What follows belongs to an exercise in optimizing a design on an open flow for small area, a short achievable clock period and few clock cycles; a production flow would make more cautious choices. Only simulation tests tie the RTL to the original design; equivalence was not proved.

==> build 47 <==
==> flow/design.v (excerpt) <==
module uriscv_core #(
    parameter   SUPPORT_BRAM_REGFILE = 1,
    parameter   RST_VECTOR           = 32'h00000000
) (
    input           clk,
    input           rst_n,
    input           intr_i,
    output          mem_i_rd_o,
    output  [31:0]  mem_i_pc_o,
    input   [31:0]  mem_i_inst_i,
    input           mem_i_accept_i,
    input           mem_i_valid_i,
    output          mem_d_rd_o,
    output  [3:0]   mem_d_wr_o,
    output  [31:0]  mem_d_addr_o,
    input   [31:0]  mem_d_data_rd_i,
    output  [31:0]  mem_d_data_wr_o,
    input           mem_d_accept_i,
    input           mem_d_ack_i
);
export LEC_CHECK = 0
export CAP_MARGIN = 40
export CORE_MARGIN = 2
export CORE_UTILIZATION = 30
export SETUP_SLACK_MARGIN = 4
export SLEW_MARGIN = 20
create_clock -name core_clock -period 10.0 [get_ports {clk}]
run.sh (not shown) runs the stock make flow with config.mk's settings and CLKGATE_MAP_FILE= SYNTH_SCRIPT=/design/flow/synth_recipe.tcl, a recipe that flattens the netlist after the stock synthesis.
==> trial 75: changes against build 47 <==
--- a/flow/design.v
+++ b/flow/design.v
@@ -163,16 +163,18 @@
     output          mem_d_rd_o,
     output  [3:0]   mem_d_wr_o,
     output  [31:0]  mem_d_addr_o,
     input   [31:0]  mem_d_data_rd_i,
     output  [31:0]  mem_d_data_wr_o,
     input           mem_d_accept_i,
     input           mem_d_ack_i
 );
+logic   [31:0]  nfa_q;           
+logic           nfa_inc_q;       
 logic   [1:0]   live_q;          
 logic   [1:0]   disc_q;          
 logic   [1:0]   sk_cnt_q;
 logic   [31:0]  sk0_q;
 logic   [31:0]  sk1_q;
 logic           e_valid_q;
 logic           e_first_q;
 logic   [31:0]  pc_q;
@@ -277,68 +279,71 @@
 begin
     if (wb_en_w)
         rf_q[e_rd_w] <= wb_val_w;
 end
 wire [31:0] rf_rs1_w = (d_rs1 == 5'd0) ? 32'b0 : rf_q[d_rs1];
 wire [31:0] rf_rs2_w = (d_rs2 == 5'd0) ? 32'b0 : rf_q[d_rs2];
 wire [31:0] d_rs1_val = (wb_en_w && (e_rd_w == d_rs1)) ? wb_val_w : rf_rs1_w;
 wire [31:0] d_rs2_val = (wb_en_w && (e_rd_w == d_rs2)) ? wb_val_w : rf_rs2_w;
-logic           f_rd_q;
-logic   [31:0]  f_pc_q;
-logic   [1:0]   live_n;
-logic   [1:0]   disc_n;
-logic   [1:0]   sk_cnt_n;
-assign mem_i_rd_o = f_rd_q;
-assign mem_i_pc_o = f_pc_q;
-wire        f_acc_w = f_rd_q & mem_i_accept_i;
-always_comb
-begin
-    if (redirect_w)
-    begin
-        disc_n = disc_q - {1'b0, arr_disc_w} + live_q - {1'b0, arr_live_w} + {1'b0, f_acc_w};
-        live_n = 2'd0;
-    end
+wire [31:0] seq_fa_w = nfa_inc_q ? (nfa_q + 32'd4) : nfa_q;
+assign mem_i_pc_o = redirect_w ? target_w : seq_fa_w;
+logic run_q;
+always_ff @(posedge clk, negedge rst_n)
+    if (~rst_n)
+        run_q <= 1'b0;
     else
-    begin
-        disc_n = disc_q - {1'b0, arr_disc_w};
-        live_n = live_q - {1'b0, arr_live_w} + {1'b0, f_acc_w};
-    end
-end
-wire [2:0] f_occ_n = {1'b0, live_n} + {1'b0, sk_cnt_n};
+        run_q <= 1'b1;
+wire [2:0] f_occ_w = {1'b0, live_q} + {1'b0, sk_cnt_q};
+assign mem_i_rd_o = redirect_w | (run_q & (f_occ_w <= 3'd1));
+wire        f_acc_w = mem_i_rd_o & mem_i_accept_i;
 always_ff @(posedge clk, negedge rst_n)
 begin
     if (~rst_n)
     begin
-        f_rd_q  <= 1'b0;
-        f_pc_q  <= RST_VECTOR;
-        live_q  <= 2'd0;
-        disc_q  <= 2'd0;
+        nfa_q     <= RST_VECTOR;
+        nfa_inc_q <= 1'b0;
+        live_q    <= 2'd0;
+        disc_q    <= 2'd0;
     end
     else
     begin
-        f_rd_q <= redirect_w | (f_occ_n <= 3'd1);
+        if (f_acc_w)
+        begin
+            nfa_q     <= mem_i_pc_o;
+            nfa_inc_q <= 1'b1;
+        end
+        else if (redirect_w)
+        begin
+            nfa_q     <= target_w;
+            nfa_inc_q <= 1'b0;
+        end
         if (redirect_w)
-            f_pc_q <= target_w;
-        else if (f_acc_w)
-            f_pc_q <= f_pc_q + 32'd4;
-        live_q <= live_n;
-        disc_q <= disc_n;
+        begin
+            disc_q <= disc_q - {1'b0, arr_disc_w} + live_q - {1'b0, arr_live_w};
+            live_q <= {1'b0, f_acc_w};
+        end
+        else
+        begin
+            disc_q <= disc_q - {1'b0, arr_disc_w};
+            live_q <= live_q - {1'b0, arr_live_w} + {1'b0, f_acc_w};
+        end
     end
 end
 wire sk_pop_w  = e_load_w & sk_has_w;
 wire sk_push_w = arr_live_w & ~redirect_w & ~(e_load_w & ~sk_has_w);
 always_ff @(posedge clk, negedge rst_n)
 begin
     if (~rst_n)
         sk_cnt_q <= 2'd0;
+    else if (redirect_w)
+        sk_cnt_q <= 2'd0;
     else
-        sk_cnt_q <= sk_cnt_n;
+        sk_cnt_q <= sk_cnt_q - {1'b0, sk_pop_w} + {1'b0, sk_push_w};
 end
-assign sk_cnt_n = redirect_w ? 2'd0 : (sk_cnt_q - {1'b0, sk_pop_w} + {1'b0, sk_push_w});
 always_ff @(posedge clk)
 begin
     if (sk_pop_w)
     begin
         sk0_q <= (sk_cnt_q == 2'd2) ? sk1_q : mem_i_inst_i;
         sk1_q <= mem_i_inst_i;
     end
     else if (sk_push_w)
@@ -581,88 +586,56 @@
     .rst_n          (rst_n      ),
     .start_i        (md_start_w ),
     .func3_i        (e_f3       ),
     .operand_ra_i   (rs1_q      ),
     .operand_rb_i   (rs2_q      ),
     .done_o         (md_done_w  ),
     .result_o       (md_res_w   )
 );
-logic           m_rd_q;
-logic   [3:0]   m_wr_q;
-logic   [31:0]  m_addr_q;
-logic   [31:0]  m_data_q;
-wire        m_act_w   = m_rd_q | (m_wr_q != 4'b0);
-wire        m_free_w  = ~m_act_w | mem_d_accept_i;
-wire        dq_ok_w   = (dq_q[5:1] != 5'b11111);
-wire        ls_go_w   = e_valid_q & ~trap_w & dq_ok_w & m_free_w;
-wire        ld_iss_w  = ls_go_w & c_load_q & ~ld_wait_q;
-wire        st_iss_w  = ls_go_w & c_store_q;
+wire        dq_ok_w   = (dq_q != 6'd63);
+wire        ls_go_w   = e_valid_q & ~trap_w & dq_ok_w;
+wire        d_rd_w    = ls_go_w & c_load_q & ~ld_wait_q;
+wire        d_st_w    = ls_go_w & c_store_q;
 logic [3:0] st_strb_r;
 always_comb
 begin
     case (e_f3[1:0])
     2'b00:   st_strb_r = 4'b0001 << addr_w[1:0];
     2'b01:   st_strb_r = addr_w[1] ? 4'b1100 : 4'b0011;
     2'b10:   st_strb_r = 4'b1111;
     default: st_strb_r = 4'b0000;
     endcase
 end
-always_ff @(posedge clk, negedge rst_n)
-begin
-    if (~rst_n)
-    begin
-        m_rd_q <= 1'b0;
-        m_wr_q <= 4'b0;
-    end
-    else if (ld_iss_w | st_iss_w)
-    begin
-        m_rd_q <= ld_iss_w;
-        m_wr_q <= st_iss_w ? st_strb_r : 4'b0000;
-    end
-    else if (mem_d_accept_i)
-    begin
-        m_rd_q <= 1'b0;
-        m_wr_q <= 4'b0;
-    end
-end
-always_ff @(posedge clk)
-begin
-    if (ld_iss_w | st_iss_w)
-    begin
-        m_addr_q <= {addr_w[31:2], 2'b00};
-        m_data_q <= (e_f3[1:0] == 2'b00) ? {4{rs2_q[7:0]}} :
-                    (e_f3[1:0] == 2'b01) ? {2{rs2_q[15:0]}} : rs2_q;
-    end
-end
-assign mem_d_rd_o      = m_rd_q;
-assign mem_d_wr_o      = m_wr_q;
-assign mem_d_addr_o    = m_addr_q;
-assign mem_d_data_wr_o = m_data_q;
-wire        d_req_acc_w = m_act_w & mem_d_accept_i;
-wire        ld_done_w   = ld_wait_q & ~m_act_w & mem_d_ack_i & (dq_q == 6'd1);
+assign mem_d_rd_o      = d_rd_w;
+assign mem_d_wr_o      = d_st_w ? st_strb_r : 4'b0000;
+assign mem_d_addr_o    = {addr_w[31:2], 2'b00};
+assign mem_d_data_wr_o = (e_f3[1:0] == 2'b00) ? {4{rs2_q[7:0]}} :
+                         (e_f3[1:0] == 2'b01) ? {2{rs2_q[15:0]}} : rs2_q;
+wire        d_req_acc_w = (mem_d_rd_o | (mem_d_wr_o != 4'b0)) & mem_d_accept_i;
+wire        ld_done_w   = ld_wait_q & mem_d_ack_i & (dq_q == 6'd1);
 logic [1:0] ld_off_q;
 always_ff @(posedge clk, negedge rst_n)
 begin
     if (~rst_n)
     begin
         ld_wait_q <= 1'b0;
         dq_q      <= 6'd0;
     end
     else
     begin
         dq_q <= dq_q + {5'b0, d_req_acc_w} - {5'b0, mem_d_ack_i};
-        if (ld_iss_w)
+        if (d_rd_w & mem_d_accept_i)
             ld_wait_q <= 1'b1;
         else if (ld_done_w)
             ld_wait_q <= 1'b0;
     end
 end
 always_ff @(posedge clk)
-    if (ld_iss_w)
+    if (d_rd_w)
         ld_off_q <= addr_w[1:0];
 logic [31:0] ld_res_r;
 logic [7:0]  lb;
 logic [15:0] lh;
 always_comb
 begin
     case (ld_off_q)
     2'd0:    lb = mem_d_data_rd_i[7:0];
@@ -682,17 +655,17 @@
 begin
     if (~e_valid_q)
         e_done_w = 1'b0;
     else if (trap_w)
         e_done_w = 1'b1;
     else if (c_load_q)
         e_done_w = ld_done_w;
     else if (c_store_q)
-        e_done_w = m_free_w & dq_ok_w;
+        e_done_w = mem_d_accept_i & dq_ok_w;
     else if (c_md_q)
         e_done_w = md_done_w;
     else
         e_done_w = 1'b1;
 end
 assign redirect_w = e_valid_q & (trap_w | c_mret_q | c_jal_q | c_jalr_q | (c_branch_q & br_take_r));
 always_comb
 begin
==> flow/config.mk (replaced) <==
export PLATFORM = sky130hd
export DESIGN_NAME = uriscv_core
export DESIGN_NICKNAME = uriscv_core
export VERILOG_FILES = /design/flow/design.v
export SDC_FILE = /design/flow/constraint.sdc
export NUM_CORES = 4
export LEC_CHECK = 0
export CAP_MARGIN = 20
export CORE_MARGIN = 2
export CORE_UTILIZATION = 35
export SETUP_SLACK_MARGIN = 3
export SLEW_MARGIN = 20
==> comparison table <==
metric                                                                   build 47       trial 75
Met3 layer usage reported by global route                                  8.488%         9.001%
Result of the run                                        timing/DRC/antenna clean  timing/DRC/antenna clean
Cell count after placement                                                 16,870         15,720
Number of standard-cell rows in the floorplan                                 224            205
Area grow syn2layout                                                       16.82%         15.20%
Number of buffer and inverter instances along the worst setup path              4              7
CP endpoint kind                                                             flop     output pin
Slowest-stage cell, CP                                                     mux4_2          or4_4
Area taken by multi-input logic gates                                 59,510 um^2    59,330 um^2
Pre-CTS setup slack                                                       2410 ps        1478 ps
Final cell count without fillers                                           17,480         16,330
Clock network share of area                                                4.723%         4.744%
Worst hold margin                                                        492.1 ps       469.9 ps
M1 WL                                                                    201.2 mm       195.6 mm
Total number of sequential cells                                            1,687          1,621
Testbench counts of build 47, summed over its fixed seeds: cycles 97,181.
Testbench counts of trial 75, summed over its fixed seeds: cycles 84,660.

-- port drivers added, routing unchanged --
The results above use ideal ports. As a check the final layouts listed here were re-extracted and re-timed, cells and wires unchanged.
Step 1: set_driving_cell puts a clkbuf_16 on clk and a buf_2 on each other input, an assumption about the parent block.
Step 2 adds t to the input delays and takes it off the output delays; t is the mean of the earliest and latest rising clock arrival at the registers after step 1. Input paths then give back, and output paths get back, about the clock's delay inside the block.
Three values: ideal ports, drivers, drivers and shift; two values: the first two.
run	t (ns)	setup WS [ns]	worst hold slack (ns)	worst setup path at the end
build 47	1.013	3.091 / 3.091 / 3.091	0.492 / 0.492 / 0.492	register to register
trial 75	0.947	2.328 / 2.244 / 2.894	0.470 / 0.470 / 0.470	register to register
After both steps setup and hold are still met in every run listed.
